This is an optimization exercise on Yosys and OpenROAD, whose aim is small area, a short achievable clock period and few clock cycles, not a production implementation.
At most, simulation tests tie the RTL to the original design; equivalence was not proved.
For runs 3 and 4, only the layout was checked, not whether the RTL still works.
Power and IR drop assume default switching activity.

**flow/config.mk**
```make
export PLATFORM = sky130hd
export DESIGN_NAME = y86_pipe
export DESIGN_NICKNAME = y86_pipe
export VERILOG_FILES = /design/flow/design.v
export SDC_FILE = /design/flow/constraint.sdc
export NUM_CORES = 8
export LEC_CHECK = 0
export CAP_MARGIN = 20
export CORE_MARGIN = 2
export CORE_UTILIZATION = 40
export SLEW_MARGIN = 20
export SYNTH_HIERARCHICAL = 1
```
**flow/constraint.sdc**
```tcl
create_clock -name core_clock -period 28.0 [get_ports {clk}]
set_input_delay 5.6000 -clock core_clock [delete_from_list [all_inputs] [get_ports {clk}]]
set_output_delay 5.6000 -clock core_clock [all_outputs]
set_load 0.01 [all_outputs]
```
**flow/standard.sh**
```bash
#!/bin/bash
# synth_recipe.tcl (not shown) runs the flow's synth.tcl, then flattens the netlist and writes it again
# the make line also repeats each setting of config.mk as NAME=value (left out here)
make -C /OpenROAD-flow-scripts/flow DESIGN_CONFIG=/design/flow/config.mk WORK_HOME=/design/flow/orfs CLKGATE_MAP_FILE= SYNTH_SCRIPT=/design/flow/synth_recipe.tcl "${@:-finish}"
```
**flow/design.v**
```verilog
module y86_pipe(clk, rst, imem_addr, imem_data, dmem_addr, dmem_wdata, dmem_we, dmem_rdata, stat);
input clk;
input rst;
output [9:0] imem_addr;
input [79:0] imem_data;
output [10:0] dmem_addr;
output [63:0] dmem_wdata;
output dmem_we;
input [63:0] dmem_rdata;
output [2:0] stat;
localparam [2:0] S_AOK = 3'd1, S_ADR = 3'd2;
localparam [3:0] RNONE = 4'hF, RSP = 4'h4;
reg [9:0]  pc;           
reg        pc_bad;       
reg        fetch_on;     
reg        x_v;          
reg        x_ok;         
reg [2:0]  x_stat;
reg [3:0]  x_icode, x_ifun, x_rA, x_rB;
reg [63:0] x_valC;
reg [10:0] x_valP;
reg [14:0] x_selA, x_selB;   
reg        x_fwdA, x_fwdB;   
reg        x_ldst;           
reg        x_retE;           
reg        m_we;         
reg        m_load;       
reg        m_ret;        
reg [10:0] m_addr;
reg [63:0] m_wdata;
reg [63:0] m_valE;
reg [3:0]  m_dstE, m_dstM;
reg [63:0] rf [0:14];
reg [14:0] rv;           
reg        zf, lt;       
reg [2:0]  stat_r;
wire live = (stat_r == S_AOK);
wire [64*15-1:0] rf_flat;
genvar gi;
generate
for (gi = 0; gi < 15; gi = gi + 1) begin : rff
    assign rf_flat[64*gi +: 64] = rf[gi];
end
endgenerate
wire x_act = x_v & live & ~x_ldst;
wire [63:0] valA, valE;
wire [10:0] x_addr;
wire        x_addr_bad, n_zf, n_lt, x_cnd, x_setcc, x_mem, x_memwr, x_load, x_isret, x_call;
wire [3:0]  x_dstE, x_dstM;
y86_exec ex(
    .icode(x_icode), .ifun(x_ifun), .rA(x_rA), .rB(x_rB), .valC(x_valC),
    .selA(x_selA), .selB(x_selB), .fwdA(x_fwdA), .fwdB(x_fwdB),
    .rv(rv), .rf(rf_flat), .m_valE(m_valE), .zf(zf), .lt(lt), .ok(x_ok),
    .valA(valA), .valE(valE), .addr(x_addr), .addr_bad(x_addr_bad),
    .n_zf(n_zf), .n_lt(n_lt), .cnd(x_cnd), .isop(x_setcc), .mem(x_mem), .memwr(x_memwr),
    .load(x_load), .isret(x_isret), .call(x_call), .dstE(x_dstE), .dstM(x_dstM));
wire x_fault = x_act & x_mem & x_addr_bad;
wire x_go = x_act & x_ok & ~x_fault;       
wire x_cc = x_act & x_setcc;               
wire [10:0] rsp_reg = rv[4] ? rf[4][10:0] : 11'h100;
wire [10:0] rsp_m   = (m_dstM == RSP) ? dmem_rdata[10:0] : m_valE[10:0];
wire        m_wsp   = (m_dstE == RSP) | (m_dstM == RSP);
wire [10:0] rsp_now = (x_act & (x_dstE == RSP)) ? valE[10:0] : m_wsp ? rsp_m : rsp_reg;
wire        f_go, f_ok, f_early, f_stop, f_retE, f_ldst, f_fwdA, f_fwdB;
wire [2:0]  f_stat;
wire [9:0]  f_npc;
wire        f_nbad;
wire [10:0] f_valP;
wire [3:0]  f_rA, f_rB;
wire [14:0] f_selA, f_selB;
y86_fetch fe(
    .imem_data(imem_data), .pc(pc), .pc_bad(pc_bad), .fetch_on(fetch_on), .live(live),
    .x_ldst(x_ldst), .x_act(x_act), .x_mem(x_mem),
    .x_dstE(x_dstE), .x_dstM(x_dstM),
    .x_cc(x_cc), .n_zf(n_zf), .n_lt(n_lt), .zf(zf), .lt(lt),
    .go(f_go), .ok(f_ok), .stat(f_stat), .early(f_early), .stop(f_stop), .retE(f_retE),
    .npc(f_npc), .nbad(f_nbad), .valP(f_valP), .rA(f_rA), .rB(f_rB),
    .selA(f_selA), .selB(f_selB), .fwdA(f_fwdA), .fwdB(f_fwdB), .ldst(f_ldst));
assign dmem_addr  = m_addr;
assign dmem_wdata = m_wdata;
assign dmem_we    = m_we;
assign imem_addr  = pc;
assign stat       = stat_r;
wire [63:0] wbus = m_load ? dmem_rdata : m_valE;
wire [63:0] wsp  = (m_dstM == RSP) ? dmem_rdata : m_valE;
wire ret_now = m_ret | (x_v & x_retE & live);
always @(posedge clk) begin
    if (rst) begin
        pc <= 10'd0;
        pc_bad <= 1'b0;
        fetch_on <= 1'b1;
    end else if (ret_now) begin
        pc <= dmem_rdata[9:0];
        pc_bad <= |dmem_rdata[63:10];
        fetch_on <= 1'b1;
    end else if (f_go) begin
        pc <= f_npc;
        pc_bad <= f_nbad;
        if (f_stop) fetch_on <= 1'b0;
    end
end
always @(posedge clk) begin
    if (rst) begin
        x_v <= 1'b0;
        x_ldst <= 1'b0;
        x_fwdA <= 1'b0;
        x_fwdB <= 1'b0;
        x_retE <= 1'b0;
    end else if (x_ldst) begin
        x_ldst <= 1'b0;
        x_fwdA <= 1'b0;
        x_fwdB <= 1'b0;
    end else begin
        x_v <= f_go;
        x_ldst <= f_go & f_ldst;
        x_fwdA <= f_fwdA;
        x_fwdB <= f_fwdB;
        x_retE <= f_retE;
    end
    if (~x_ldst) begin
        x_ok <= f_ok;
        x_stat <= f_stat;
        x_icode <= imem_data[7:4];
        x_ifun <= imem_data[3:0];
        x_rA <= f_rA;
        x_rB <= f_rB;
        x_valC <= imem_data[79:16];
        x_valP <= f_valP;
        x_selA <= f_selA;
        x_selB <= f_selB;
    end
end
always @(posedge clk) begin
    if (rst) begin
        m_we <= 1'b0;
        m_load <= 1'b0;
        m_ret <= 1'b0;
        m_dstE <= RNONE;
        m_dstM <= RNONE;
    end else begin
        m_we <= x_go & x_memwr;
        m_load <= x_go & x_load;
        m_ret <= x_go & x_isret & ~x_retE;
        m_dstE <= x_go ? x_dstE : RNONE;
        m_dstM <= x_go ? x_dstM : RNONE;
    end
    m_addr <= f_retE ? rsp_now : x_addr;
    m_wdata <= x_call ? {53'd0, x_valP} : valA;
    m_valE <= valE;
end
always @(posedge clk) begin
    if (rst) begin
        zf <= 1'b1; lt <= 1'b0;
    end else if (x_cc) begin
        zf <= n_zf; lt <= n_lt;
    end
end
always @(posedge clk) begin
    if (rst) stat_r <= S_AOK;
    else if (live) begin
        if (x_act & ~x_ok) stat_r <= x_stat;
        else if (x_fault) stat_r <= S_ADR;
        else if (f_early) stat_r <= f_stat;
    end
end
genvar gr;
generate
for (gr = 0; gr < 15; gr = gr + 1) begin : rfw
    wire wen = (m_dstE == gr) | (m_dstM == gr);
    always @(posedge clk) begin
        if (rst) rv[gr] <= 1'b0;
        else if (wen) rv[gr] <= 1'b1;
        if (wen) rf[gr] <= (gr == 4) ? wsp : wbus;
    end
end
endgenerate
endmodule
module y86_fetch(imem_data, pc, pc_bad, fetch_on, live, x_ldst, x_act, x_mem, x_dstE, x_dstM,
                 x_cc, n_zf, n_lt, zf, lt,
                 go, ok, stat, early, stop, retE, npc, nbad, valP, rA, rB,
                 selA, selB, fwdA, fwdB, ldst);
input [79:0] imem_data;
input [9:0]  pc;
input        pc_bad, fetch_on, live, x_ldst, x_act, x_mem;
input [3:0]  x_dstE, x_dstM;
input        x_cc, n_zf, n_lt, zf, lt;
output       go, ok, early, stop, retE;
output [2:0] stat;
output [9:0] npc;
output       nbad;
output [10:0] valP;
output [3:0] rA, rB;
output [14:0] selA, selB;
output       fwdA, fwdB, ldst;
localparam [2:0] S_AOK = 3'd1, S_ADR = 3'd2, S_INS = 3'd3, S_HLT = 3'd4;
localparam [3:0] RNONE = 4'hF, RSP = 4'h4;
wire [3:0] icode = imem_data[7:4];
wire [3:0] ifun  = imem_data[3:0];
wire regids = (icode == 4'h2) | (icode == 4'h3) | (icode == 4'h4) | (icode == 4'h5) |
              (icode == 4'h6) | (icode == 4'hA) | (icode == 4'hB);
wire hasC   = (icode == 4'h3) | (icode == 4'h4) | (icode == 4'h5) |
              (icode == 4'h7) | (icode == 4'h8);
wire [10:0] pc1  = {1'b0, pc} + 11'd1;
wire [10:0] pc2  = {1'b0, pc} + 11'd2;
wire [10:0] pc9  = {1'b0, pc} + 11'd9;
wire [10:0] pc10 = {1'b0, pc} + 11'd10;
assign valP = hasC ? (regids ? pc10 : pc9) : (regids ? pc2 : pc1);
assign stat = pc_bad ? S_ADR :
              (icode > 4'hB) ? S_INS :
              (icode == 4'h0) ? S_HLT : S_AOK;
assign ok = (stat == S_AOK);
wire jmp  = (icode == 4'h7);
wire call = (icode == 4'h8);
wire ret  = (icode == 4'h9);
assign go = fetch_on & live & ~x_ldst;
assign stop = ret | ~ok;
assign retE = go & ok & ret & ~(x_act & x_mem);
assign early = go & ~ok & ~(x_act & x_mem);
assign rA = regids ? imem_data[15:12] : RNONE;
assign rB = regids ? imem_data[11:8] : RNONE;
wire useA = ok & ((icode == 4'h2) | (icode == 4'h4) | (icode == 4'h6) | (icode == 4'hA));
wire useB = ok & ((icode == 4'h4) | (icode == 4'h5) | (icode == 4'h6));
wire useS = ok & ((icode == 4'h8) | (icode == 4'h9) | (icode == 4'hA) | (icode == 4'hB));
wire [3:0] srcA = useA ? imem_data[15:12] : RNONE;
wire [3:0] srcB = useS ? RSP : useB ? imem_data[11:8] : RNONE;
assign selA = (srcA == RNONE) ? 15'd0 : (15'd1 << srcA);
assign selB = (srcB == RNONE) ? 15'd0 : (15'd1 << srcB);
wire [3:0] pdE = x_act ? x_dstE : RNONE;
wire [3:0] pdM = x_act ? x_dstM : RNONE;
assign fwdA = (srcA != RNONE) & (srcA == pdE);
assign fwdB = (srcB != RNONE) & (srcB == pdE);
assign ldst = (pdM != RNONE) & ((srcA == pdM) | (srcB == pdM));
wire c_zf = x_cc ? n_zf : zf;
wire c_lt = x_cc ? n_lt : lt;
reg taken;
always @(*) begin
    case (ifun)
        4'h0: taken = 1'b1;
        4'h1: taken = c_lt | c_zf;
        4'h2: taken = c_lt;
        4'h3: taken = c_zf;
        4'h4: taken = ~c_zf;
        4'h5: taken = ~c_lt;
        4'h6: taken = ~c_lt & ~c_zf;
        default: taken = 1'b0;
    endcase
end
wire toC = call | (jmp & taken);
assign npc  = toC ? imem_data[17:8] : valP[9:0];
assign nbad = toC ? (|imem_data[71:18]) : valP[10];
endmodule
module y86_exec(icode, ifun, rA, rB, valC, selA, selB, fwdA, fwdB, rv, rf, m_valE, zf, lt, ok,
                valA, valE, addr, addr_bad, n_zf, n_lt, cnd, isop, mem, memwr, load, isret, call,
                dstE, dstM);
input [3:0]  icode, ifun, rA, rB;
input [63:0] valC;
input [14:0] selA, selB;
input        fwdA, fwdB;
input [14:0] rv;
input [64*15-1:0] rf;
input [63:0] m_valE;
input        zf, lt, ok;
output [63:0] valA, valE;
output [10:0] addr;
output       addr_bad, n_zf, n_lt, cnd, isop, mem, memwr, load, isret, call;
output [3:0] dstE, dstM;
localparam [3:0] RNONE = 4'hF, RSP = 4'h4;
wire i_rr   = (icode == 4'h2);
wire i_ir   = (icode == 4'h3);
wire i_rm   = (icode == 4'h4);
wire i_mr   = (icode == 4'h5);
wire i_op   = (icode == 4'h6);
wire i_call = (icode == 4'h8);
wire i_ret  = (icode == 4'h9);
wire i_push = (icode == 4'hA);
wire i_pop  = (icode == 4'hB);
wire [63:0] valB;
y86_rdport rpa(.sel(selA), .rv(rv), .rf(rf), .fwd(fwdA), .fval(m_valE), .val(valA));
y86_rdport rpb(.sel(selB), .rv(rv), .rf(rf), .fwd(fwdB), .fval(m_valE), .val(valB));
reg [63:0] aluA, aluB;
always @(*) begin
    case (icode)
        4'h2, 4'h6:        aluA = valA;
        4'h3, 4'h4, 4'h5:  aluA = valC;
        4'h8, 4'hA:        aluA = -64'd8;
        4'h9, 4'hB:        aluA = 64'd8;
        default:           aluA = 64'd0;
    endcase
    case (icode)
        4'h4, 4'h5, 4'h6, 4'h8, 4'h9, 4'hA, 4'hB: aluB = valB;
        default:                                  aluB = 64'd0;
    endcase
end
wire [1:0] fn = i_op ? ifun[1:0] : 2'b00;
y86_alu alu(.fn(fn), .a(aluA), .b(aluB), .e(valE), .zf(n_zf), .lt(n_lt));
assign isop = i_op;
reg c;
always @(*) begin
    case (ifun)
        4'h0: c = 1'b1;
        4'h1: c = lt | zf;
        4'h2: c = lt;
        4'h3: c = zf;
        4'h4: c = ~zf;
        4'h5: c = ~lt;
        4'h6: c = ~lt & ~zf;
        default: c = 1'b0;
    endcase
end
assign cnd = c;
assign memwr = i_rm | i_push | i_call;
assign mem   = ok & (i_mr | i_pop | i_ret | memwr);
assign load  = i_mr | i_pop;
assign isret = i_ret;
assign call  = i_call;
wire spaddr = i_pop | i_ret;
assign addr = spaddr ? valB[10:0] : valE[10:0];
assign addr_bad = spaddr ? (valB > 64'd2000) : (valE > 64'd2000);
assign dstE = (i_op | i_ir | (i_rr & c)) ? rB :
              (i_call | i_ret | i_push | i_pop) ? RSP : RNONE;
assign dstM = (i_mr | i_pop) ? rA : RNONE;
endmodule
module y86_rdport(sel, rv, rf, fwd, fval, val);
input [14:0] sel;
input [14:0] rv;
input [64*15-1:0] rf;
input fwd;
input [63:0] fval;
output reg [63:0] val;
function [8:0] init_val(input [3:0] r);
    case (r)
        4'd0: init_val = 9'h1;
        4'd1: init_val = 9'h8;
        4'd2: init_val = 9'h6;
        4'd3: init_val = 9'h5;
        4'd4: init_val = 9'h100;
        4'd5: init_val = 9'h6;
        4'd6: init_val = 9'h7;
        4'd7: init_val = 9'h5;
        4'd8: init_val = 9'h9;
        4'd9: init_val = 9'ha;
        4'd10: init_val = 9'hb;
        4'd11: init_val = 9'h1;
        4'd12: init_val = 9'h2;
        4'd13: init_val = 9'h3;
        4'd14: init_val = 9'h4;
        default: init_val = 9'h0;
    endcase
endfunction
wire [14:0] s = sel & rv & {15{~fwd}};
wire [14:0] si = sel & ~rv & {15{~fwd}};
reg [8:0] ini;
integer i;
always @(*) begin
    ini = 9'd0;
    for (i = 0; i < 15; i = i + 1)
        ini = ini | ({9{si[i]}} & init_val(i));
    val = ({64{fwd}} & fval) | {55'd0, ini};
    for (i = 0; i < 15; i = i + 1)
        val = val | ({64{s[i]}} & rf[64*i +: 64]);
end
endmodule
module y86_alu(fn, a, b, e, zf, lt);
input [1:0] fn;
input [63:0] a, b;
output [63:0] e;
output zf, lt;
wire sub = (fn == 2'b01);
wire [63:0] a2 = sub ? ~a : a;
wire [63:0] p = b ^ a2;
wire [63:0] g = b & a2;
wire [63:0] G [0:6];
wire [63:0] P [0:6];
assign G[0] = {g[63:1], g[0] | (p[0] & sub)};
assign P[0] = p;
genvar k, i;
generate
for (k = 0; k < 6; k = k + 1) begin : lvl
    for (i = 0; i < 64; i = i + 1) begin : bt
        if (i >= (1 << k)) begin : comb
            assign G[k+1][i] = G[k][i] | (P[k][i] & G[k][i - (1 << k)]);
            assign P[k+1][i] = P[k][i] & P[k][i - (1 << k)];
        end else begin : pass
            assign G[k+1][i] = G[k][i];
            assign P[k+1][i] = P[k][i];
        end
    end
end
endgenerate
wire [64:0] c = {G[6], sub};      
wire [63:0] sum = p ^ c[63:0];
assign e = (fn == 2'b10) ? g : (fn == 2'b11) ? p : sum;
wire [63:0] zneed = {a2[62:0] | b[62:0], sub};
wire z_sum = &(p ~^ zneed);
wire z_and = ~|g;
wire z_xor = ~|p;
assign zf = (fn == 2'b10) ? z_and : (fn == 2'b11) ? z_xor : z_sum;
assign lt = (fn == 2'b10) ? g[63] : (fn == 2'b11) ? p[63] : (p[63] ^ c[64]);
endmodule
```
**flow/flow/run.sh**
```bash
#!/bin/bash
# The standard ORFS layout (the standard.sh, unchanged synthesis), with
# repair_timing asked to leave extra setup slack, so that the design is sized
# for a clock well below the design's period. The log of the ORFS run is
# kept in standard.log; ORFS's own per-step logs are under orfs/logs.
set -e
bash standard.sh SETUP_SLACK_MARGIN=20.5 finish > standard.log 2>&1
```
==> summary.txt, run 1 <==
- CTS Sinks: 1272
- DRT antenna net count: 0
- Hold Buf Count CTS: 0
- Tot GR Track Use: 37.2%
- Met2 wire length: about 130 mm
- Crit path largest cell delay: around 0.55 ns
- CP endpoint kind: flip-flop
- P&R area growth vs syn: 21.7%
- Slew headroom: 6.01%
- Met1 Wirelength: approximately 110 mm
- Synthesized cell area: 63700 um^2
- Startpoint Class: flip-flop
- Worst-path clk slew: approximately 0.060 ns
- Minimum clock period: 7.70 ns
- Die Height: 403 um
- Crit Path Class: flip-flop to flip-flop
- WHS: 0.477 ns
- Pre-antenna DRT Iters: 7
- Grt total ovfl: 0
- Max Slew Vio Count: 0
- Max stage delay cell, worst path: dfxtp_4
- Crit path DAT: 8.41 ns
- Max-cap violations: 0
- Initial DRC Count: 10.2k
- Min-Delay Path Class: flip-flop to flip-flop
- Max clock buf depth: 3
- Fmax: 0.130 GHz
- P_leak: 26.6 nW
- Gpl congestion: roughly 1.0
- Core area: 158000 um^2
- Setup TNS: 0 ns
- Detailed placer's ending HPWL: ~190 mm
- Latest clock arrival within the worst-skew pair: 0.84 ns
- Ports: 235
- Required @ worst endpoint: 28.70 ns
- Clk root buf: clkbuf_16
- Run status: timing/DRC/antenna clean
- Avg WL per Cell: 40.9 um
- RSZ-0062 raised after global routing: yes
- Die X: 403 um
- Final hold viol count: 0
- Tcrit/Tclk final: between 20% and 30%
- Largest net degree at the start of global routing: 77
- Pwr/cell area: 61.0 nW/um^2
- # DRC: 0
- VDD IR max: 0.0540 mV
- Site row count: ~150
- Syn_nets: about 5.4k
- Post-Syn Area per Cell: 12.4 um^2
- Util after Layout: 49.0%
- Initial antenna violation count: 44
- YS warnings: 12
- Met3 routed WL: about 47 mm
- Starting density of the core: approximately two fifths
- Highest routed layer: met5
- Layout Nets: 5794
- # port buffers: 234
- Most used cell along the critical path: a21oi_4
- Post-Synthesis Cells: slightly above 5k
- Via-per-instance ratio: 7.12
- CTS buffer count: 139
- Setup Viol. Count Final: 0
- Die area: 163000 um^2
- Vias in the first global route: 50.0k
- Via count: 55.0k
- Share of post-route cells with drive strength above 1: roughly 19%
- Slew of the pin with the lowest slew margin: 1.41 ns
- Clock Skew: between 0.05 and 0.06 ns
- TritonCTS clock tree: built
- WL final: 316 mm
- H-tree lvl count: 4
- First-pass GRT wire length: 418 mm
- Crit Path Max Fanout: between 40 and 50
metrics by stage:
| step | worst slack (ns) | power, W | std cells | instance area (um^2) |
|---|---|---|---|---|
| after floorplan | 20.47 | 0.00250 | 5145 | 63700 |
| after global placement | 17.08 | 0.00276 | 7149 | 67600 |
| after detailed placement | 17.09 | 0.00276 | 7150 | 67600 |
| after CTS | 20.49 | 0.00466 | 7605 | 75600 |
| after global routing | 20.42 | 0.00481 | 7719 | 77500 |
| final | 20.30 | 0.00473 | 7732 | 77600 |
what timing repair did:
item	in CTS	in global routing
setup buffers	164	97
gates cloned	32	6
endpoints found under the hold margin	0	0
pin swaps	105	109
resized for setup	318	188
setup endpoints to repair	50	28
layout by cell type, fill, tap and decap left out, types with 23 or more instances in the layout:
cell and count:
a21o_1 24, a21oi_1 116, a221o_1 65, a221oi_1 404, a221oi_2 41, a22o_1 441
a22oi_1 135, a31oi_1 23, and3b_4 35, and4_1 24, buf_12 43, buf_4 286
clkbuf_1 39, clkbuf_16 147, clkdlybuf4s50_1 215, dfxtp_1 168, diode_2 24, edfxtp_1 1085
ha_1 73, ha_4 35, inv_1 160, mux2_2 114, mux2i_1 57, nand2_1 351
nand2b_1 49, nand3_1 38, nand4_1 175, nor2_1 175, nor2b_1 141, nor3_1 28
nor4_1 77, o21ai_0 74, xnor2_1 77, xnor2_2 29, xor2_1 64
area by class of cell:
cell class	count	area, um^2
Clock inverter	72	860
Timing Repair Buffer	620	6520
Tap cell	2072	2590
Antenna cell	24	60.1
Multi-Input combinational cell	3319	26800
Fill cell	13700	80800
Sequential cell	1272	36400
Inverter	166	628
Clock buffer	187	3770
critical path, delay by kind of cell (launching register included):
kind	cells	cell delay, ns
fa+ha+maj	1	0.28
flops	1	0.55
simple gates	8	2.92
buf+inv	5	0.86
compound gates	14	2.66
xor+xnor	1	0.19
worst paths after layout:
| check | start | slack [ns] | end | cells past startpoint |
|---|---|---|---|---|
| setup reg to reg | x_fwdB$_SDFF_PP0_ | 20.30 | stat_r[2]$_SDFFE_PP0P_ | 29 |
| hold reg to reg | x_valP[1]$_DFFE_PN_ | 0.48 | m_wdata[1]$_DFF_P_ | 1 |
| hold / removal | x_valP[1]$_DFFE_PN_ | 0.48 | m_wdata[1]$_DFF_P_ | 1 |
| setup / recovery | x_fwdB$_SDFF_PP0_ | 20.30 | stat_r[2]$_SDFFE_PP0P_ | 29 |
where the power goes:
group | leakage (nW) | internal (W) | switching [W]
clock network | 2.24 | 0.00106 | 0.000831
registers | 11.7 | 0.00215 | 0.0000653
logic | 12.7 | 0.000214 | 0.000405
total | 26.6 | 0.00343 | 0.00130
sequential cells by signal, summed over array words and instances, names as in the netlist, 3 cells and up:
name	count
x_rB	4
x_stat	3
x_ifun	4
x_valC	64
x_valP	11
pc	10
m_dstE	4
rv	15
m_valE	64
m_wdata	64
m_addr	11
x_selA	15
x_selB	15
m_dstM	4
x_rA	4
x_icode	4
stat_r	3
rf	960
routing by layer:
layer	GRT usage (%)	up-vias
li1	-	21500
met1	46.3	27200
met2	53.2	5014
met3	13.4	1310
met4	27.0	24
met5	0	-
Testbench counts, summed over its fixed seeds: cycles 14,942.
==> run 2: changes to the inputs <==
--- a/flow/design.v
+++ b/flow/design.v
@@ -19,5 +19,4 @@
 reg [3:0]  x_icode, x_ifun, x_rA, x_rB;
 reg [63:0] x_valC;
-reg [10:0] x_valP;
 reg [14:0] x_selA, x_selB;   
 reg        x_fwdA, x_fwdB;   
@@ -27,4 +26,5 @@
 reg        m_load;       
 reg        m_ret;        
+reg        m_bad;        
 reg [10:0] m_addr;
 reg [63:0] m_wdata;
@@ -35,5 +35,5 @@
 reg        zf, lt;       
 reg [2:0]  stat_r;
-wire live = (stat_r == S_AOK);
+wire live = (stat_r == S_AOK) & ~m_bad;
 wire [64*15-1:0] rf_flat;
 genvar gi;
@@ -55,6 +55,5 @@
     .n_zf(n_zf), .n_lt(n_lt), .cnd(x_cnd), .isop(x_setcc), .mem(x_mem), .memwr(x_memwr),
     .load(x_load), .isret(x_isret), .call(x_call), .dstE(x_dstE), .dstM(x_dstM));
-wire x_fault = x_act & x_mem & x_addr_bad;
-wire x_go = x_act & x_ok & ~x_fault;       
+wire x_go = x_act & x_ok;                  
 wire x_cc = x_act & x_setcc;               
 wire [10:0] rsp_reg = rv[4] ? rf[4][10:0] : 11'h100;
@@ -62,5 +61,5 @@
 wire        m_wsp   = (m_dstE == RSP) | (m_dstM == RSP);
 wire [10:0] rsp_now = (x_act & (x_dstE == RSP)) ? valE[10:0] : m_wsp ? rsp_m : rsp_reg;
-wire        f_go, f_ok, f_early, f_stop, f_retE, f_ldst, f_fwdA, f_fwdB;
+wire        f_go, f_ok, f_early, f_stop, f_retE, f_ldst, f_fwdA, f_fwdB, f_call;
 wire [2:0]  f_stat;
 wire [9:0]  f_npc;
@@ -74,10 +73,10 @@
     .x_dstE(x_dstE), .x_dstM(x_dstM),
     .x_cc(x_cc), .n_zf(n_zf), .n_lt(n_lt), .zf(zf), .lt(lt),
-    .go(f_go), .ok(f_ok), .stat(f_stat), .early(f_early), .stop(f_stop), .retE(f_retE),
+    .go(f_go), .ok(f_ok), .call(f_call), .stat(f_stat), .early(f_early), .stop(f_stop), .retE(f_retE),
     .npc(f_npc), .nbad(f_nbad), .valP(f_valP), .rA(f_rA), .rB(f_rB),
     .selA(f_selA), .selB(f_selB), .fwdA(f_fwdA), .fwdB(f_fwdB), .ldst(f_ldst));
 assign dmem_addr  = m_addr;
 assign dmem_wdata = m_wdata;
-assign dmem_we    = m_we;
+assign dmem_we    = m_we & ~m_bad;
 assign imem_addr  = pc;
 assign stat       = stat_r;
@@ -125,6 +124,5 @@
         x_rA <= f_rA;
         x_rB <= f_rB;
-        x_valC <= imem_data[79:16];
-        x_valP <= f_valP;
+        x_valC <= f_call ? {53'd0, f_valP} : imem_data[79:16];
         x_selA <= f_selA;
         x_selB <= f_selB;
@@ -136,4 +134,5 @@
         m_load <= 1'b0;
         m_ret <= 1'b0;
+        m_bad <= 1'b0;
         m_dstE <= RNONE;
         m_dstM <= RNONE;
@@ -142,9 +141,10 @@
         m_load <= x_go & x_load;
         m_ret <= x_go & x_isret & ~x_retE;
+        m_bad <= x_go & x_mem & x_addr_bad;
         m_dstE <= x_go ? x_dstE : RNONE;
         m_dstM <= x_go ? x_dstM : RNONE;
     end
     m_addr <= f_retE ? rsp_now : x_addr;
-    m_wdata <= x_call ? {53'd0, x_valP} : valA;
+    m_wdata <= x_call ? x_valC : valA;
     m_valE <= valE;
 end
@@ -158,7 +158,7 @@
 always @(posedge clk) begin
     if (rst) stat_r <= S_AOK;
-    else if (live) begin
-        if (x_act & ~x_ok) stat_r <= x_stat;
-        else if (x_fault) stat_r <= S_ADR;
+    else if (stat_r == S_AOK) begin
+        if (m_bad) stat_r <= S_ADR;
+        else if (x_act & ~x_ok) stat_r <= x_stat;
         else if (f_early) stat_r <= f_stat;
     end
@@ -167,5 +167,5 @@
 generate
 for (gr = 0; gr < 15; gr = gr + 1) begin : rfw
-    wire wen = (m_dstE == gr) | (m_dstM == gr);
+    wire wen = ((m_dstE == gr) | (m_dstM == gr)) & ~m_bad;
     always @(posedge clk) begin
         if (rst) rv[gr] <= 1'b0;
@@ -178,5 +178,5 @@
 module y86_fetch(imem_data, pc, pc_bad, fetch_on, live, x_ldst, x_act, x_mem, x_dstE, x_dstM,
                  x_cc, n_zf, n_lt, zf, lt,
-                 go, ok, stat, early, stop, retE, npc, nbad, valP, rA, rB,
+                 go, ok, call, stat, early, stop, retE, npc, nbad, valP, rA, rB,
                  selA, selB, fwdA, fwdB, ldst);
 input [79:0] imem_data;
@@ -185,5 +185,5 @@
 input [3:0]  x_dstE, x_dstM;
 input        x_cc, n_zf, n_lt, zf, lt;
-output       go, ok, early, stop, retE;
+output       go, ok, call, early, stop, retE;
 output [2:0] stat;
 output [9:0] npc;
@@ -211,5 +211,5 @@
 assign ok = (stat == S_AOK);
 wire jmp  = (icode == 4'h7);
-wire call = (icode == 4'h8);
+assign call = (icode == 4'h8);
 wire ret  = (icode == 4'h9);
 assign go = fetch_on & live & ~x_ldst;
==> flow/flow/run.sh (replaced) <==
#!/bin/bash
# The standard ORFS layout (the standard.sh, unchanged synthesis) with:
#  - repair_timing asked to leave extra setup slack (sized for a faster clock),
#    without gate cloning;
#  - ports buffered with buf_2 cells;
#  - clock tree: larger sink clusters and no dummy balancing loads.
# The log of the ORFS run is kept in standard.log; ORFS's per-step logs are
# under orfs/logs.
set -e
bash standard.sh SETUP_SLACK_MARGIN=20.5 SKIP_GATE_CLONING=1 \
  "BUFFER_PORTS_ARGS=-buffer_cell sky130_fd_sc_hd__buf_2" \
  "CTS_ARGS=-sink_clustering_enable -repair_clock_nets -dont_use_dummy_load -sink_clustering_size 22 -sink_clustering_max_diameter 80" \
  finish > standard.log 2>&1
==> summary.txt, run 2 <==
- Run status: timing/DRC/antenna clean
- RSZ-0062 raised after global routing: no
- # DRC: 0 (unchanged)
- Die X: 405 um (+0.50%)
- TritonCTS clock tree: built
- Core area: 160000 um^2 (+1.1%)
- Latest clock arrival within the worst-skew pair: 0.76 ns (-0.08 ns)
- Clk root buf: clkbuf_16
- P_leak: 24.2 nW (-9.1%)
- Worst-path clk slew: 0.08 ns (+0.02 ns)
- Final hold viol count: 0 (unchanged)
- Via-per-instance ratio: 7.10 (-0.19%)
- VDD IR max: 0.0542 mV (+0.40%)
- P&R area growth vs syn: 9.96%
- Starting density of the core: 40.2% (-0.053 points)
- Ports: 235 (unchanged)
- CTS buffer count: 78 (-44%)
- Slew of the pin with the lowest slew margin: 1.32 ns (-0.0868 ns)
- Crit Path Class: input port to flip-flop
- Hold Buf Count CTS: 0 (unchanged)
- Post-Syn Area per Cell: 12.3 um^2 (-0.64%)
- Gpl congestion: 1.04 (-1.2%)
- Max clock buf depth: 3 (unchanged)
- Setup Viol. Count Final: 0 (unchanged)
- WL final: 298 mm (-5.7%)
- Flop pwr share: 56.3% (+9.4 points)
- Tot GR Track Use: 34.8% (-2.4 points)
- H-tree lvl count: 3 (-1)
- Fmax: 0.132 GHz (+1.5%)
- Placed Cells: 7315 (+2.3%)
- Pre-antenna DRT Iters: 10 (+3)
- DRT antenna net count: 0 (unchanged)
- # port buffers: 234 (unchanged)
- Initial DRC Count: 10.3k (+0.89%)
- Initial antenna violation count: 39 (-11%)
- Share of post-route cells with drive strength above 1: 16.9% (-2.4 points)
- Crit Path Max Fanout: 2 (-96%)
- Most flops, register: rf
- Switching share of power: 28.3% (+0.82 points)
- CTS Sinks: 1262 (-0.79%)
- Most frequent cells in the layout: edfxtp_1, a22o_1, a221oi_1
- Setup TNS: 0 ns (unchanged)
- Clock Skew: 0.113 ns (+0.0556 ns)
- Post-Synthesis Cells: 5231 (+1.7%)
- Largest net degree at the start of global routing: 70 (-9.1%)
- Minimum clock period: 7.59 ns (-0.113 ns)
- P_int: 0.00280 W (-18%)
- Slew headroom: 11.3% (+5.3 points)
- Combinational power share: 14.9% (+1.8 points)
- CP endpoint kind: flip-flop
- Pwr/cell area: 55.3 nW/um^2 (-9.4%)
- Sw Pwr: 0.00111 W (-15%)
- Startpoint Class: input port
- Commonest non-fill, non-tap cell in the layout: edfxtp_1
- Site row count: 147 (+0.68%)
- Required @ worst endpoint: 28.52 ns (-0.18 ns)
- Vias in the first global route: 49.3k (-1.3%)
- Max-cap violations: 0 (unchanged)
- Layout Nets: 5620 (-3.0%)
- Detailed placer's ending HPWL: 190 mm (+0.61%)
- Grt total ovfl: 0 (unchanged)
- Min-Delay Path Class: flip-flop to flip-flop
- Avg WL per Cell: 39.6 um (-3.1%)
- Tcrit/Tclk final: 27.1% (-0.40 points)
- Max reg flops: 960 (unchanged)
- Finished Layout Cells: 7527 (-2.7%)
- Synthesized cell area: 64400 um^2 (+1.0%)
- YS warnings: 12 (unchanged)
- Die area: 164000 um^2 (+1.0%)
- Die Height: 405 um (+0.50%)
- Syn_nets: 5507 (+1.6%)
- First-pass GRT wire length: 399 mm (-4.6%)
- Max Slew Vio Count: 0 (unchanged)
- Crit path DAT: 8.11 ns (-0.30 ns)
- Clock network power share: 28.8% (-11 points)
- Via count: 53.5k (-2.8%)
-- run 2: power groups by stage --
stage	combinational [W]	clock, W	sequential, W
global route	0.000596	0.00118	0.00220
detailed placement	0.000536	0	0.00224
CTS	0.000550	0.00113	0.00220
global placement	0.000534	0	0.00224
finish	0.000582	0.00113	0.00220
floorplan	0.000307	0	0.00221
-- run 2: final cells by class --
class / instances / area [um^2]
multi-input combinational: 3365 / 26100
antenna: 25 / 62.6
clock buffer: 78 / 1950
timing repair buffer: 457 / 3300
fill: 14600 / 89400
sequential: 1262 / 36000
tap: 2160 / 2700
inverter: 180 / 679
-- run 2: path summary, 6_finish.rpt --
check                                           start  slack [ns]               endpoint  cells past startpoint
worst min-delay path            fetch_on$_SDFFE_PP1P_        0.49  fetch_on$_SDFFE_PP1P_                      2
worst max-delay path                    imem_data[24]       20.41    pc_bad$_SDFFE_PP0P_                      8
worst min register to register  fetch_on$_SDFFE_PP1P_        0.49  fetch_on$_SDFFE_PP1P_                      2
worst max register to register      x_fwdB$_SDFF_PP0_       20.46       m_bad$_SDFF_PP0_                     24
-- run 2: per-layer routing --
layer / GRT usage (%) / part of all wire [%]
met2: 50.7 / 42
met1: 43.4 / 36
met4: 21.1 / 7.2
met3: 13.5 / 15
met5: 0 / 0.16
-- run 2: critical path, stage by stage --
cell	delay, ns
buf_2	0.12
nor4_4	0.85
nand4_1	0.23
or4_4	0.66
mux2_2	0.31
mux2i_1	0.13
a21o_1	0.14
a31oi_1	0.05
-- run 2: through the flow --
stage          power, W  setup WS [ns]  utilization (%)  instance area [um^2]  hold slack [ns]
2_1_floorplan   0.00252          20.53                -                 64400            0.437
3_3_place_gp    0.00277          18.91             41.9                 67200            0.455
3_5_place_dp    0.00278          18.89             41.9                 67200            0.461
4_1_cts         0.00388          20.39             43.7                 70000            0.481
5_1_grt         0.00398          20.47             44.1                 70700            0.491
6_report        0.00391          20.41             44.2                 70800            0.490
-- run 2: timing repair --
item,in CTS,in global routing
setup buffers,54,55
resized for setup,82,48
pin swaps,18,24
setup endpoints to repair,27,22
Testbench counts of run 2, summed over its fixed seeds: cycles 14,942.
==> run 3: changes to the inputs <==
--- a/flow/design.v
+++ b/flow/design.v
@@ -12,5 +12,5 @@
 localparam [3:0] RNONE = 4'hF, RSP = 4'h4;
 reg [9:0]  pc;           
-reg        pc_bad;       
+reg [3:0]  pcb;          
 reg        fetch_on;     
 reg        x_v;          
@@ -61,41 +61,33 @@
 wire        m_wsp   = (m_dstE == RSP) | (m_dstM == RSP);
 wire [10:0] rsp_now = (x_act & (x_dstE == RSP)) ? valE[10:0] : m_wsp ? rsp_m : rsp_reg;
-wire        f_go, f_ok, f_early, f_stop, f_retE, f_ldst, f_fwdA, f_fwdB, f_call;
+wire ret_now = m_ret | (x_v & x_retE & live);
+wire        f_go, f_ok, f_early, f_retE, f_ldst, f_fwdA, f_fwdB;
 wire [2:0]  f_stat;
-wire [9:0]  f_npc;
-wire        f_nbad;
-wire [10:0] f_valP;
 wire [3:0]  f_rA, f_rB;
 wire [14:0] f_selA, f_selB;
+wire [63:0] f_valC;
+wire [9:0]  pc_d;
+wire [3:0]  pcb_d;
+wire        fetch_on_d;
 y86_fetch fe(
-    .imem_data(imem_data), .pc(pc), .pc_bad(pc_bad), .fetch_on(fetch_on), .live(live),
-    .x_ldst(x_ldst), .x_act(x_act), .x_mem(x_mem),
-    .x_dstE(x_dstE), .x_dstM(x_dstM),
+    .rst(rst), .imem_data(imem_data), .pc(pc), .pcb(pcb), .fetch_on(fetch_on), .live(live),
+    .x_act(x_act), .x_mem(x_mem), .x_dstE(x_dstE), .x_dstM(x_dstM),
     .x_cc(x_cc), .n_zf(n_zf), .n_lt(n_lt), .zf(zf), .lt(lt),
-    .go(f_go), .ok(f_ok), .call(f_call), .stat(f_stat), .early(f_early), .stop(f_stop), .retE(f_retE),
-    .npc(f_npc), .nbad(f_nbad), .valP(f_valP), .rA(f_rA), .rB(f_rB),
+    .rdata(dmem_rdata), .ret_now(ret_now),
+    .pc_d(pc_d), .pcb_d(pcb_d), .fetch_on_d(fetch_on_d),
+    .go(f_go), .ok(f_ok), .stat(f_stat), .early(f_early), .retE(f_retE),
+    .valC(f_valC), .rA(f_rA), .rB(f_rB),
     .selA(f_selA), .selB(f_selB), .fwdA(f_fwdA), .fwdB(f_fwdB), .ldst(f_ldst));
 assign dmem_addr  = m_addr;
 assign dmem_wdata = m_wdata;
-assign dmem_we    = m_we & ~m_bad;
+assign dmem_we    = m_we;
 assign imem_addr  = pc;
 assign stat       = stat_r;
 wire [63:0] wbus = m_load ? dmem_rdata : m_valE;
 wire [63:0] wsp  = (m_dstM == RSP) ? dmem_rdata : m_valE;
-wire ret_now = m_ret | (x_v & x_retE & live);
 always @(posedge clk) begin
-    if (rst) begin
-        pc <= 10'd0;
-        pc_bad <= 1'b0;
-        fetch_on <= 1'b1;
-    end else if (ret_now) begin
-        pc <= dmem_rdata[9:0];
-        pc_bad <= |dmem_rdata[63:10];
-        fetch_on <= 1'b1;
-    end else if (f_go) begin
-        pc <= f_npc;
-        pc_bad <= f_nbad;
-        if (f_stop) fetch_on <= 1'b0;
-    end
+    pc <= pc_d;
+    pcb <= pcb_d;
+    fetch_on <= fetch_on_d;
 end
 always @(posedge clk) begin
@@ -103,29 +95,21 @@
         x_v <= 1'b0;
         x_ldst <= 1'b0;
-        x_fwdA <= 1'b0;
-        x_fwdB <= 1'b0;
         x_retE <= 1'b0;
-    end else if (x_ldst) begin
-        x_ldst <= 1'b0;
-        x_fwdA <= 1'b0;
-        x_fwdB <= 1'b0;
     end else begin
         x_v <= f_go;
         x_ldst <= f_go & f_ldst;
-        x_fwdA <= f_fwdA;
-        x_fwdB <= f_fwdB;
         x_retE <= f_retE;
     end
-    if (~x_ldst) begin
-        x_ok <= f_ok;
-        x_stat <= f_stat;
-        x_icode <= imem_data[7:4];
-        x_ifun <= imem_data[3:0];
-        x_rA <= f_rA;
-        x_rB <= f_rB;
-        x_valC <= f_call ? {53'd0, f_valP} : imem_data[79:16];
-        x_selA <= f_selA;
-        x_selB <= f_selB;
-    end
+    x_fwdA <= f_fwdA;
+    x_fwdB <= f_fwdB;
+    x_ok <= f_ok;
+    x_stat <= f_stat;
+    x_icode <= imem_data[7:4];
+    x_ifun <= imem_data[3:0];
+    x_rA <= f_rA;
+    x_rB <= f_rB;
+    x_valC <= f_valC;
+    x_selA <= f_selA;
+    x_selB <= f_selB;
 end
 always @(posedge clk) begin
@@ -138,5 +122,5 @@
         m_dstM <= RNONE;
     end else begin
-        m_we <= x_go & x_memwr;
+        m_we <= x_go & x_memwr & ~x_addr_bad;
         m_load <= x_go & x_load;
         m_ret <= x_go & x_isret & ~x_retE;
@@ -176,18 +160,25 @@
 endgenerate
 endmodule
-module y86_fetch(imem_data, pc, pc_bad, fetch_on, live, x_ldst, x_act, x_mem, x_dstE, x_dstM,
-                 x_cc, n_zf, n_lt, zf, lt,
-                 go, ok, call, stat, early, stop, retE, npc, nbad, valP, rA, rB,
+module y86_fetch(rst, imem_data, pc, pcb, fetch_on, live, x_act, x_mem, x_dstE, x_dstM,
+                 x_cc, n_zf, n_lt, zf, lt, rdata, ret_now,
+                 pc_d, pcb_d, fetch_on_d,
+                 go, ok, stat, early, retE, valC, rA, rB,
                  selA, selB, fwdA, fwdB, ldst);
+input        rst;
 input [79:0] imem_data;
 input [9:0]  pc;
-input        pc_bad, fetch_on, live, x_ldst, x_act, x_mem;
+input [3:0]  pcb;
+input        fetch_on;
+input        live, x_act, x_mem;
 input [3:0]  x_dstE, x_dstM;
 input        x_cc, n_zf, n_lt, zf, lt;
-output       go, ok, call, early, stop, retE;
+input [63:0] rdata;
+input        ret_now;
+output [9:0] pc_d;
+output [3:0] pcb_d;
+output       fetch_on_d;
+output       go, ok, early, retE;
 output [2:0] stat;
-output [9:0] npc;
-output       nbad;
-output [10:0] valP;
+output [63:0] valC;
 output [3:0] rA, rB;
 output [14:0] selA, selB;
@@ -205,18 +196,18 @@
 wire [10:0] pc9  = {1'b0, pc} + 11'd9;
 wire [10:0] pc10 = {1'b0, pc} + 11'd10;
-assign valP = hasC ? (regids ? pc10 : pc9) : (regids ? pc2 : pc1);
-assign stat = pc_bad ? S_ADR :
+wire [10:0] valP = hasC ? (regids ? pc10 : pc9) : (regids ? pc2 : pc1);
+assign stat = (|pcb) ? S_ADR :
               (icode > 4'hB) ? S_INS :
               (icode == 4'h0) ? S_HLT : S_AOK;
 assign ok = (stat == S_AOK);
 wire jmp  = (icode == 4'h7);
-assign call = (icode == 4'h8);
+wire call = (icode == 4'h8);
 wire ret  = (icode == 4'h9);
-assign go = fetch_on & live & ~x_ldst;
-assign stop = ret | ~ok;
+assign go = fetch_on & live;
 assign retE = go & ok & ret & ~(x_act & x_mem);
 assign early = go & ~ok & ~(x_act & x_mem);
 assign rA = regids ? imem_data[15:12] : RNONE;
 assign rB = regids ? imem_data[11:8] : RNONE;
+assign valC = call ? {53'd0, valP} : imem_data[79:16];
 wire useA = ok & ((icode == 4'h2) | (icode == 4'h4) | (icode == 4'h6) | (icode == 4'hA));
 wire useB = ok & ((icode == 4'h4) | (icode == 4'h5) | (icode == 4'h6));
@@ -226,12 +217,35 @@
 assign selA = (srcA == RNONE) ? 15'd0 : (15'd1 << srcA);
 assign selB = (srcB == RNONE) ? 15'd0 : (15'd1 << srcB);
-wire [3:0] pdE = x_act ? x_dstE : RNONE;
-wire [3:0] pdM = x_act ? x_dstM : RNONE;
-assign fwdA = (srcA != RNONE) & (srcA == pdE);
-assign fwdB = (srcB != RNONE) & (srcB == pdE);
-assign ldst = (pdM != RNONE) & ((srcA == pdM) | (srcB == pdM));
+y86_hazard hz(.srcA(srcA), .srcB(srcB), .pdE(x_act ? x_dstE : RNONE), .pdM(x_act ? x_dstM : RNONE),
+              .fwdA(fwdA), .fwdB(fwdB), .ldst(ldst));
+wire taken;
+y86_taken tk(.ifun(ifun), .x_cc(x_cc), .n_zf(n_zf), .n_lt(n_lt), .zf(zf), .lt(lt), .taken(taken));
+wire [3:0] rhi, chi;
+y86_hi4 rh(.v(rdata), .hi(rhi));
+y86_hi4 ch(.v(imem_data[71:8]), .hi(chi));
+wire adv = go & ~ldst;             
+wire uj  = call | (jmp & (ifun == 4'h0));
+wire [9:0] npc  = uj ? imem_data[17:8] : valP[9:0];
+wire [3:0] npcb = uj ? chi : {3'd0, valP[10]};
+y86_pcnext pn(.rst(rst), .redir(ret_now), .rpc(rdata[9:0]), .rpcb(rhi),
+              .cj(adv & jmp & (ifun != 4'h0)), .taken(taken), .cpc(imem_data[17:8]), .cpcb(chi),
+              .adv(adv), .npc(npc), .npcb(npcb), .pc(pc), .pcb(pcb), .pc_d(pc_d), .pcb_d(pcb_d));
+assign fetch_on_d = rst | ret_now | (fetch_on & ~(adv & (ret | ~ok)));
+endmodule
+module y86_pcnext(rst, redir, rpc, rpcb, cj, taken, cpc, cpcb, adv, npc, npcb, pc, pcb, pc_d, pcb_d);
+input        rst, redir, cj, taken, adv;
+input [9:0]  rpc, cpc, npc, pc;
+input [3:0]  rpcb, cpcb, npcb, pcb;
+output [9:0] pc_d;
+output [3:0] pcb_d;
+assign pc_d  = rst ? 10'd0 : redir ? rpc : (cj & taken) ? cpc : adv ? npc : pc;
+assign pcb_d = rst ? 4'd0 : redir ? rpcb : (cj & taken) ? cpcb : adv ? npcb : pcb;
+endmodule
+module y86_taken(ifun, x_cc, n_zf, n_lt, zf, lt, taken);
+input [3:0] ifun;
+input       x_cc, n_zf, n_lt, zf, lt;
+output reg  taken;
 wire c_zf = x_cc ? n_zf : zf;
 wire c_lt = x_cc ? n_lt : lt;
-reg taken;
 always @(*) begin
     case (ifun)
@@ -246,7 +260,17 @@
     endcase
 end
-wire toC = call | (jmp & taken);
-assign npc  = toC ? imem_data[17:8] : valP[9:0];
-assign nbad = toC ? (|imem_data[71:18]) : valP[10];
+endmodule
+module y86_hi4(v, hi);
+input [63:0] v;
+output [3:0] hi;
+assign hi = {|v[63:50], |v[49:36], |v[35:22], |v[21:10]};
+endmodule
+module y86_hazard(srcA, srcB, pdE, pdM, fwdA, fwdB, ldst);
+input [3:0] srcA, srcB, pdE, pdM;
+output fwdA, fwdB, ldst;
+localparam [3:0] RNONE = 4'hF;
+assign fwdA = (srcA != RNONE) & (srcA == pdE);
+assign fwdB = (srcB != RNONE) & (srcB == pdE);
+assign ldst = (pdM != RNONE) & ((srcA == pdM) | (srcB == pdM));
 endmodule
 module y86_exec(icode, ifun, rA, rB, valC, selA, selB, fwdA, fwdB, rv, rf, m_valE, zf, lt, ok,
==> summary.txt, run 3 <==
- Run status: timing/DRC/antenna clean
- Die Height: 403 um (-0.48%)
- Latest clock arrival within the worst-skew pair: 0.74 ns (-0.02 ns)
- Clk root buf: clkbuf_16
- HP Start: x_retE$_SDFF_PP0_
- Util after Layout: 44.0% (-0.19 points)
- Tot GR Track Use: 34.3% (-0.46 points)
- Die X: 403 um (-0.48%)
- Starting density of the core: 40.3% (+0.072 points)
- CTS Sinks: 1265 (+0.24%)
- Max-cap violations: 0 (unchanged)
- Hold worst-path end: m_ret$_SDFF_PP0_
- Ports: 235 (unchanged)
- Vias in the first global route: 48.6k (-1.5%)
- Crit path DAT: 8.13 ns (+0.02 ns)
- Min-Delay Path Class: flip-flop to flip-flop
- Syn_nets: 5569 (+1.1%)
- Hold Buf Count CTS: 0 (unchanged)
- Setup Viol. Count Final: 0 (unchanged)
- Grt total ovfl: 0 (unchanged)
- Initial DRC Count: 9457 (-8.4%)
- Gpl congestion: 1.03 (-0.32%)
- Post-Synthesis Cells: 5293 (+1.2%)
- Share of post-route cells with drive strength above 1: 16.1% (-0.73 points)
- Avg WL per Cell: 39.2 um (-1.0%)
- Crit Path Class: flip-flop to flip-flop
- R2r endpoint: m_we$_SDFF_PP0_
- First-pass GRT wire length: 392 mm (-1.7%)
- Required @ worst endpoint: 28.58 ns (+0.06 ns)
- Most flops, register: rf
- RR Startpoint: x_fwdA$_DFF_P_
- WL final: 293 mm (-1.8%)
- Total power: 0.00414 W (+5.8%)
- Die area: 163000 um^2 (-0.95%)
- Placed Cells: 7288 (-0.37%)
- Max Slew Vio Count: 0 (unchanged)
- DRT antenna net count: 0 (unchanged)
- Synthesized cell area: 63800 um^2 (-0.96%)
- Via count: 52.8k (-1.2%)
- Pre-antenna DRT Iters: 8 (-2)
- Startpoint Class: flip-flop
- Slew of the pin with the lowest slew margin: 1.22 ns (-0.100 ns)
- Minimum clock period: 7.55 ns (-0.0373 ns)
- Final hold viol count: 0 (unchanged)
- CTS buffer count: 81 (+3.8%)
- TritonCTS clock tree: built
- Reg2reg setup slack: 20.45 ns (about the same)
- Worst-path clk slew: 0.09 ns (about the same)
- Via-per-instance ratio: 7.08 (-0.38%)
- WHS: 0.436 ns (-0.0541 ns)
- Commonest non-fill, non-tap cell in the layout: edfxtp_1
- # DRC: 0 (unchanged)
- CP endpoint kind: flip-flop
- Core area: 158000 um^2 (-1.1%)
- Site row count: 146 (-0.68%)
- P&R area growth vs syn: 9.29%
- Pwr/cell area: 59.4 nW/um^2 (+7.5%)
- Max clock buf depth: 3 (unchanged)
- Reg2Reg Depth: 24 (unchanged)
- Detailed placer's ending HPWL: 188 mm (-1.2%)
- Clock Skew: 0.104 ns (-0.00826 ns)
- Finished Layout Cells: 7466 (-0.81%)
- Fmax: 0.132 GHz (+0.49%)
- Post-Syn Area per Cell: 12.0 um^2 (-2.1%)
- P_leak: 23.8 nW (-1.8%)
- Crit Path Max Fanout: 27 (+25)
- Most frequent cells in the layout: edfxtp_1, a22o_1, a221oi_1
- Hold Path Stages: 1 (-1)
- VDD IR max: 0.0506 mV (-6.8%)
- Layout Nets: 5658 (+0.68%)
- Initial antenna violation count: 42 (+7.7%)
- Setup TNS: 0 ns (unchanged)
- Max reg flops: 960 (unchanged)
- Tcrit/Tclk final: 27.0% (-0.13 points)
- Largest net degree at the start of global routing: 65 (-7.1%)
- RSZ-0062 raised after global routing: yes
- # port buffers: 234 (unchanged)
- H-tree lvl count: 3 (unchanged)
- Slew headroom: 17.7% (+6.5 points)
- YS warnings: 12 (unchanged)
[run 3: how the worst max path moves through the flow]
stage / from / end / slack (ns) / cells past startpoint
after detailed placement: x_fwdB$_DFF_P_ / m_we$_SDFF_PP0_ / 19.24 / 24
after global placement: imem_data[6] / pc[0]$_DFF_P_ / 19.29 / 13
final: x_fwdA$_DFF_P_ / m_we$_SDFF_PP0_ / 20.45 / 24
after floorplan: imem_data[5] / pc[2]$_DFF_P_ / 20.26 / 13
after CTS: x_fwdA$_DFF_P_ / m_we$_SDFF_PP0_ / 20.49 / 25
after global routing: imem_data[7] / pc[4]$_DFF_P_ / 20.44 / 14
[run 3: metrics by stage]
stage | setup WS, ns | cell area [um^2]
floorplan | 20.26 | 63800
global placement | 19.29 | 66200
detailed placement | 19.24 | 66300
CTS | 20.49 | 68900
global route | 20.44 | 69600
finish | 20.45 | 69700
[run 3: timing repair]
| action | CTS | global route |
|---|---|---|
| setup endpoints to repair | 27 | 19 |
| resized for setup | 66 | 60 |
| pin swaps | 26 | 46 |
| buffers inserted | 31 | 52 |
| hold endpoints to repair | 0 | 0 |
[run 3: layer usage]
layer / track usage (%) / wire (um) / vias to the layer above
li1: - / - / 21100
met1: 43.7 / 106000 / 26400
met2: 51.6 / 127000 / 4376
met3: 11.6 / 42300 / 906
met4: 18.0 / 17600 / 28
met5: 0 / 163 / -
[run 3: area by class of cell]
cell class | count | area, um^2
antenna | 14 | 35.0
clock buffer | 81 | 2030
fill | 14500 | 88700
inverter | 193 | 724
multi-input combinational | 3411 | 26200
sequential | 1265 | 34900
tap | 2072 | 2590
timing repair buffer | 430 | 3100
[run 3: power breakdown]
part | leakage (nW) | switching [W] | internal, W
logic | 11.5 | 0.000542 | 0.000237
clock network | 0.998 | 0.000635 | 0.000513
registers | 11.3 | 0.0000769 | 0.00213
[run 3: worst max-delay path: stages, from the launching register on]
cell	delay [ns]
dfxtp_4	0.43
and3b_4	0.54
buf_4	0.57
buf_6	0.43
a221oi_1	0.18
nand4_1	0.12
buf_4	0.17
a22o_1	0.15
xnor2_1	0.20
inv_1	0.08
ha_1	0.40
a31oi_1	0.33
o221ai_4	0.18
a31oi_4	0.36
o21ai_1	0.27
or3_1	0.46
a31o_2	0.29
xor2_1	0.16
nor2_1	0.11
a21oi_1	0.21
nor3_1	0.52
nand3_1	0.30
nor4_4	0.51
a21oi_1	0.18
nor3b_2	0.19
==> run 4: changes to the inputs <==
--- a/flow/design.v
+++ b/flow/design.v
@@ -14,4 +14,5 @@
 reg [3:0]  pcb;          
 reg        fetch_on;     
+reg [10:0] ra;           
 reg        x_v;          
 reg        x_ok;         
@@ -55,11 +56,14 @@
     .n_zf(n_zf), .n_lt(n_lt), .cnd(x_cnd), .isop(x_setcc), .mem(x_mem), .memwr(x_memwr),
     .load(x_load), .isret(x_isret), .call(x_call), .dstE(x_dstE), .dstM(x_dstM));
-wire x_go = x_act & x_ok;                  
-wire x_cc = x_act & x_setcc;               
+wire x_go = x_act & x_ok & ~x_kill;        
+wire x_cc = x_act & x_setcc & ~x_kill;     
 wire [10:0] rsp_reg = rv[4] ? rf[4][10:0] : 11'h100;
 wire [10:0] rsp_m   = (m_dstM == RSP) ? dmem_rdata[10:0] : m_valE[10:0];
 wire        m_wsp   = (m_dstE == RSP) | (m_dstM == RSP);
 wire [10:0] rsp_now = (x_act & (x_dstE == RSP)) ? valE[10:0] : m_wsp ? rsp_m : rsp_reg;
-wire ret_now = m_ret | (x_v & x_retE & live);
+wire x_retX = x_v & x_retE & live;
+wire [10:0] pred = x_retX ? x_valC[10:0] : m_wdata[10:0];
+wire mis;
+wire x_kill = m_ret & mis;
 wire        f_go, f_ok, f_early, f_retE, f_ldst, f_fwdA, f_fwdB;
 wire [2:0]  f_stat;
@@ -70,10 +74,11 @@
 wire [3:0]  pcb_d;
 wire        fetch_on_d;
+wire [10:0] ra_d;
 y86_fetch fe(
-    .rst(rst), .imem_data(imem_data), .pc(pc), .pcb(pcb), .fetch_on(fetch_on), .live(live),
+    .rst(rst), .imem_data(imem_data), .pc(pc), .pcb(pcb), .fetch_on(fetch_on), .ra(ra), .live(live),
     .x_act(x_act), .x_mem(x_mem), .x_dstE(x_dstE), .x_dstM(x_dstM),
     .x_cc(x_cc), .n_zf(n_zf), .n_lt(n_lt), .zf(zf), .lt(lt),
-    .rdata(dmem_rdata), .ret_now(ret_now),
-    .pc_d(pc_d), .pcb_d(pcb_d), .fetch_on_d(fetch_on_d),
+    .rdata(dmem_rdata), .rchk(x_retX | m_ret), .pred(pred), .mis(mis),
+    .pc_d(pc_d), .pcb_d(pcb_d), .fetch_on_d(fetch_on_d), .ra_d(ra_d),
     .go(f_go), .ok(f_ok), .stat(f_stat), .early(f_early), .retE(f_retE),
     .valC(f_valC), .rA(f_rA), .rB(f_rB),
@@ -90,4 +95,5 @@
     pcb <= pcb_d;
     fetch_on <= fetch_on_d;
+    ra <= ra_d;
 end
 always @(posedge clk) begin
@@ -97,7 +103,7 @@
         x_retE <= 1'b0;
     end else begin
-        x_v <= f_go;
-        x_ldst <= f_go & f_ldst;
-        x_retE <= f_retE;
+        x_v <= f_go & ~mis;
+        x_ldst <= f_go & f_ldst & ~mis;
+        x_retE <= f_retE & ~mis;
     end
     x_fwdA <= f_fwdA;
@@ -130,5 +136,5 @@
     end
     m_addr <= f_retE ? rsp_now : x_addr;
-    m_wdata <= x_call ? x_valC : valA;
+    m_wdata <= (x_call | x_isret) ? x_valC : valA;
     m_valE <= valE;
 end
@@ -144,6 +150,6 @@
     else if (stat_r == S_AOK) begin
         if (m_bad) stat_r <= S_ADR;
-        else if (x_act & ~x_ok) stat_r <= x_stat;
-        else if (f_early) stat_r <= f_stat;
+        else if (x_act & ~x_ok & ~x_kill) stat_r <= x_stat;
+        else if (f_early & ~mis) stat_r <= f_stat;
     end
 end
@@ -160,7 +166,7 @@
 endgenerate
 endmodule
-module y86_fetch(rst, imem_data, pc, pcb, fetch_on, live, x_act, x_mem, x_dstE, x_dstM,
-                 x_cc, n_zf, n_lt, zf, lt, rdata, ret_now,
-                 pc_d, pcb_d, fetch_on_d,
+module y86_fetch(rst, imem_data, pc, pcb, fetch_on, ra, live, x_act, x_mem, x_dstE, x_dstM,
+                 x_cc, n_zf, n_lt, zf, lt, rdata, rchk, pred, mis,
+                 pc_d, pcb_d, fetch_on_d, ra_d,
                  go, ok, stat, early, retE, valC, rA, rB,
                  selA, selB, fwdA, fwdB, ldst);
@@ -170,12 +176,16 @@
 input [3:0]  pcb;
 input        fetch_on;
+input [10:0] ra;
 input        live, x_act, x_mem;
 input [3:0]  x_dstE, x_dstM;
 input        x_cc, n_zf, n_lt, zf, lt;
 input [63:0] rdata;
-input        ret_now;
+input        rchk;
+input [10:0] pred;
+output       mis;
 output [9:0] pc_d;
 output [3:0] pcb_d;
 output       fetch_on_d;
+output [10:0] ra_d;
 output       go, ok, early, retE;
 output [2:0] stat;
@@ -209,5 +219,5 @@
 assign rA = regids ? imem_data[15:12] : RNONE;
 assign rB = regids ? imem_data[11:8] : RNONE;
-assign valC = call ? {53'd0, valP} : imem_data[79:16];
+assign valC = call ? {53'd0, valP} : ret ? {53'd0, ra} : imem_data[79:16];
 wire useA = ok & ((icode == 4'h2) | (icode == 4'h4) | (icode == 4'h6) | (icode == 4'hA));
 wire useB = ok & ((icode == 4'h4) | (icode == 4'h5) | (icode == 4'h6));
@@ -222,23 +232,24 @@
 y86_taken tk(.ifun(ifun), .x_cc(x_cc), .n_zf(n_zf), .n_lt(n_lt), .zf(zf), .lt(lt), .taken(taken));
 wire [3:0] rhi, chi;
-y86_hi4 rh(.v(rdata), .hi(rhi));
+y86_retchk rc(.rdata(rdata), .rchk(rchk), .pred(pred), .mis(mis), .hi(rhi));
 y86_hi4 ch(.v(imem_data[71:8]), .hi(chi));
 wire adv = go & ~ldst;             
 wire uj  = call | (jmp & (ifun == 4'h0));
-wire [9:0] npc  = uj ? imem_data[17:8] : valP[9:0];
-wire [3:0] npcb = uj ? chi : {3'd0, valP[10]};
-y86_pcnext pn(.rst(rst), .redir(ret_now), .rpc(rdata[9:0]), .rpcb(rhi),
+wire [9:0] npc  = ret ? ra[9:0] : uj ? imem_data[17:8] : valP[9:0];
+wire [3:0] npcb = ret ? {3'd0, ra[10]} : uj ? chi : {3'd0, valP[10]};
+y86_pcnext pn(.rst(rst), .mis(mis), .rpc(rdata[9:0]), .rpcb(rhi),
               .cj(adv & jmp & (ifun != 4'h0)), .taken(taken), .cpc(imem_data[17:8]), .cpcb(chi),
               .adv(adv), .npc(npc), .npcb(npcb), .pc(pc), .pcb(pcb), .pc_d(pc_d), .pcb_d(pcb_d));
-assign fetch_on_d = rst | ret_now | (fetch_on & ~(adv & (ret | ~ok)));
+assign fetch_on_d = rst | mis | (fetch_on & ~(adv & ~ok));
+assign ra_d       = rst ? 11'd0 : (go & call & ~mis) ? valP : ra;
 endmodule
-module y86_pcnext(rst, redir, rpc, rpcb, cj, taken, cpc, cpcb, adv, npc, npcb, pc, pcb, pc_d, pcb_d);
-input        rst, redir, cj, taken, adv;
+module y86_pcnext(rst, mis, rpc, rpcb, cj, taken, cpc, cpcb, adv, npc, npcb, pc, pcb, pc_d, pcb_d);
+input        rst, mis, cj, taken, adv;
 input [9:0]  rpc, cpc, npc, pc;
 input [3:0]  rpcb, cpcb, npcb, pcb;
 output [9:0] pc_d;
 output [3:0] pcb_d;
-assign pc_d  = rst ? 10'd0 : redir ? rpc : (cj & taken) ? cpc : adv ? npc : pc;
-assign pcb_d = rst ? 4'd0 : redir ? rpcb : (cj & taken) ? cpcb : adv ? npcb : pcb;
+assign pc_d  = rst ? 10'd0 : mis ? rpc : (cj & taken) ? cpc : adv ? npc : pc;
+assign pcb_d = rst ? 4'd0 : mis ? rpcb : (cj & taken) ? cpcb : adv ? npcb : pcb;
 endmodule
 module y86_taken(ifun, x_cc, n_zf, n_lt, zf, lt, taken);
@@ -266,4 +277,13 @@
 assign hi = {|v[63:50], |v[49:36], |v[35:22], |v[21:10]};
 endmodule
+module y86_retchk(rdata, rchk, pred, mis, hi);
+input [63:0] rdata;
+input        rchk;
+input [10:0] pred;
+output       mis;
+output [3:0] hi;
+assign hi = {|rdata[63:50], |rdata[49:36], |rdata[35:22], |rdata[21:10]};
+assign mis = rchk & ((rdata[10:0] != pred) | (|rdata[63:11]));
+endmodule
 module y86_hazard(srcA, srcB, pdE, pdM, fwdA, fwdB, ldst);
 input [3:0] srcA, srcB, pdE, pdM;
==> summary.txt, run 4 <==
- Post-Synthesis Cells: 5468 (+3.3%)
- VDD IR max: 0.0463 mV (-8.3%)
- Site row count: 147 (+0.68%)
- Hold Buf Count CTS: 0 (unchanged)
- Core area: 161000 um^2 (+1.4%)
- CP endpoint kind: flip-flop
- Most frequent cells in the layout: edfxtp_1, a22o_1, a221oi_1
- Synthesized cell area: 64700 um^2 (+1.5%)
- Required @ worst endpoint: 28.58 ns (about the same)
- HP Start: x_retE$_SDFF_PP0_
- Most flops, register: rf
- WL final: 302 mm (+3.0%)
- Initial antenna violation count: 40 (-4.8%)
- Die area: 165000 um^2 (+1.5%)
- Clock Skew: 0.0913 ns (-0.0131 ns)
- Via-per-instance ratio: 6.98 (-1.3%)
- Crit Path Class: input port to flip-flop
- Die Height: 406 um (+0.75%)
- Setup Viol. Count Final: 0 (unchanged)
- CTS buffer count: 81 (unchanged)
- Max stage delay cell, worst path: nor4_4
- Crit Path Max Fanout: 7 (-74%)
- First-pass GRT wire length: 405 mm (+3.2%)
- Slew headroom: 8.60% (-9.1 points)
- Layout Nets: 5854 (+3.5%)
- Post-Syn Area per Cell: 11.8 um^2 (-1.7%)
- Hold worst-path end: m_ret$_SDFF_PP0_
- Most used cell along the critical path: nand4_1
- Reg2Reg Depth: 22 (-8.3%)
- Clk root buf: clkbuf_16
- Pwr/cell area: 58.6 nW/um^2 (-1.4%)
- Reg2reg setup slack: 20.38 ns (-0.07 ns)
- # port buffers: 234 (unchanged)
- Final hold viol count: 0 (unchanged)
- DRT antenna net count: 0 (unchanged)
- H-tree lvl count: 3 (unchanged)
- Max Slew Vio Count: 0 (unchanged)
- Latest clock arrival within the worst-skew pair: 0.73 ns (about the same)
- Hold Path Stages: 1 (unchanged)
- Starting density of the core: 40.3% (+0.054 points)
- Run status: timing/DRC/antenna clean
- Grt total ovfl: 0 (unchanged)
- Worst-path clk slew: 0.09 ns (about the same)
- Pre-CTS setup slack: 17.68 ns (-1.56 ns)
- Critical-path cell list: buf_8 -> nor4_4 -> nand4_1 -> buf_4 -> nor2_4 -> a31oi_4 -> buf_12 -> nand2_4 -> nand4_1 -> inv_2 -> mux2i_4 -> mux2i_1 -> nand4_1 -> buf_4 -> nand2_4 -> buf_12 -> nor3_1 -> a2111oi_1
- Max reg flops: 960 (unchanged)
- Via count: 54.2k (+2.5%)
- Max clock buf depth: 3 (unchanged)
- TritonCTS clock tree: built
==> run 4: what timing repair did <==
action	4_1_cts	5_1_grt
endpoints found under the setup margin	58	30
pin swaps	45	33
endpoints found under the hold margin	0	0
gates resized for setup	112	69
gates cloned	0	0
buffers inserted	76	40
==> run 4: how the worst max path moves through the flow <==
| stage | slack [ns] | startpoint | cells after the start | to |
|---|---|---|---|---|
| 3_5_place_dp | 17.68 | dmem_rdata[22] | 15 | pc[9]$_DFF_P_ |
| 2_1_floorplan | 19.79 | dmem_rdata[13] | 13 | pc[2]$_DFF_P_ |
| 6_report | 19.72 | dmem_rdata[61] | 18 | pcb[3]$_DFF_P_ |
| 5_1_grt | 19.65 | dmem_rdata[58] | 17 | pc[1]$_DFF_P_ |
| 4_1_cts | 19.93 | dmem_rdata[63] | 17 | pcb[2]$_DFF_P_ |
| 3_3_place_gp | 17.69 | dmem_rdata[22] | 15 | pc[0]$_DFF_P_ |
==> run 4: through the flow <==
step	instances	cell area, um^2	hold WS, ns
5_1_grt	7738	71400	0.458
4_1_cts	7696	70700	0.423
3_5_place_dp	7539	67500	0.418
3_3_place_gp	7539	67500	0.415
2_1_floorplan	5468	64800	0.399
6_report	7754	71400	0.430
==> run 4: layout make-up <==
| cell class | instances | area, um^2 |
|---|---|---|
| multi-input combinational | 3551 | 27300 |
| tap | 2160 | 2700 |
| inverter | 207 | 777 |
| fill | 14800 | 89200 |
| antenna | 18 | 45.0 |
| clock buffer | 81 | 2030 |
| timing repair buffer | 461 | 3390 |
| sequential | 1276 | 35200 |
==> run 4: routing by layer <==
layer	vias up	GRT usage, %
met5	-	0
met4	28	18.9
met1	27000	45.4
met3	941	11.7
li1	21900	-
met2	4343	51.7
==> run 4: worst reg2reg max path: stages (launching register included) <==
cell and delay (ns):
dfxtp_4 0.52, and3b_4 0.84, buf_6 0.55, a22o_1 0.27
a221oi_1 0.06, nand4_1 0.48, nor2b_1 0.36, inv_1 0.08
ha_1 0.44, o21ai_0 0.18, a32oi_4 0.29, a211oi_2 0.21
or3_1 0.47, a2111oi_4 0.43, buf_4 0.18, nor2_1 0.04
xor2_1 0.16, o21ai_1 0.36, nor3_1 0.55, nand3_1 0.28
nor4_4 0.46, a21oi_1 0.16, nor3b_1 0.20
==> run 4: power breakdown <==
part,switching [W],internal [W],leakage (nW)
Combinational,0.000547,0.000244,12.1
Clock,0.000638,0.000513,0.998
Sequential,0.0000925,0.00215,11.4

==> what the ideal ports hide <==
The flow's constraints put no driver on any port. The routed layouts listed below were extracted and timed again, unchanged, in two steps.
Step 1 sets driving cells, clkbuf_16 on the clock port and buf_2 on the other inputs (assumed; they add their load-dependent delay and slew).
Step 2, shift: input delay + t, output delay - t, t = (earliest + latest rising clock arrival at the registers) / 2. This alone moves slack from input paths to output paths.
a / b / c = ideal ports / drivers / drivers and shift; a / b = the first two.
run | t, ns | setup WS [ns]
run 1 | 0.893 | 20.297 / 20.297 / 19.582
run 2 | 0.788 | 20.410 / 20.463 / 19.684
run 3 | 0.787 | 20.448 / 20.448 / 19.771
run 4 | 0.778 | 19.721 / 19.772 / 18.993
After both steps every run listed still meets setup and hold.
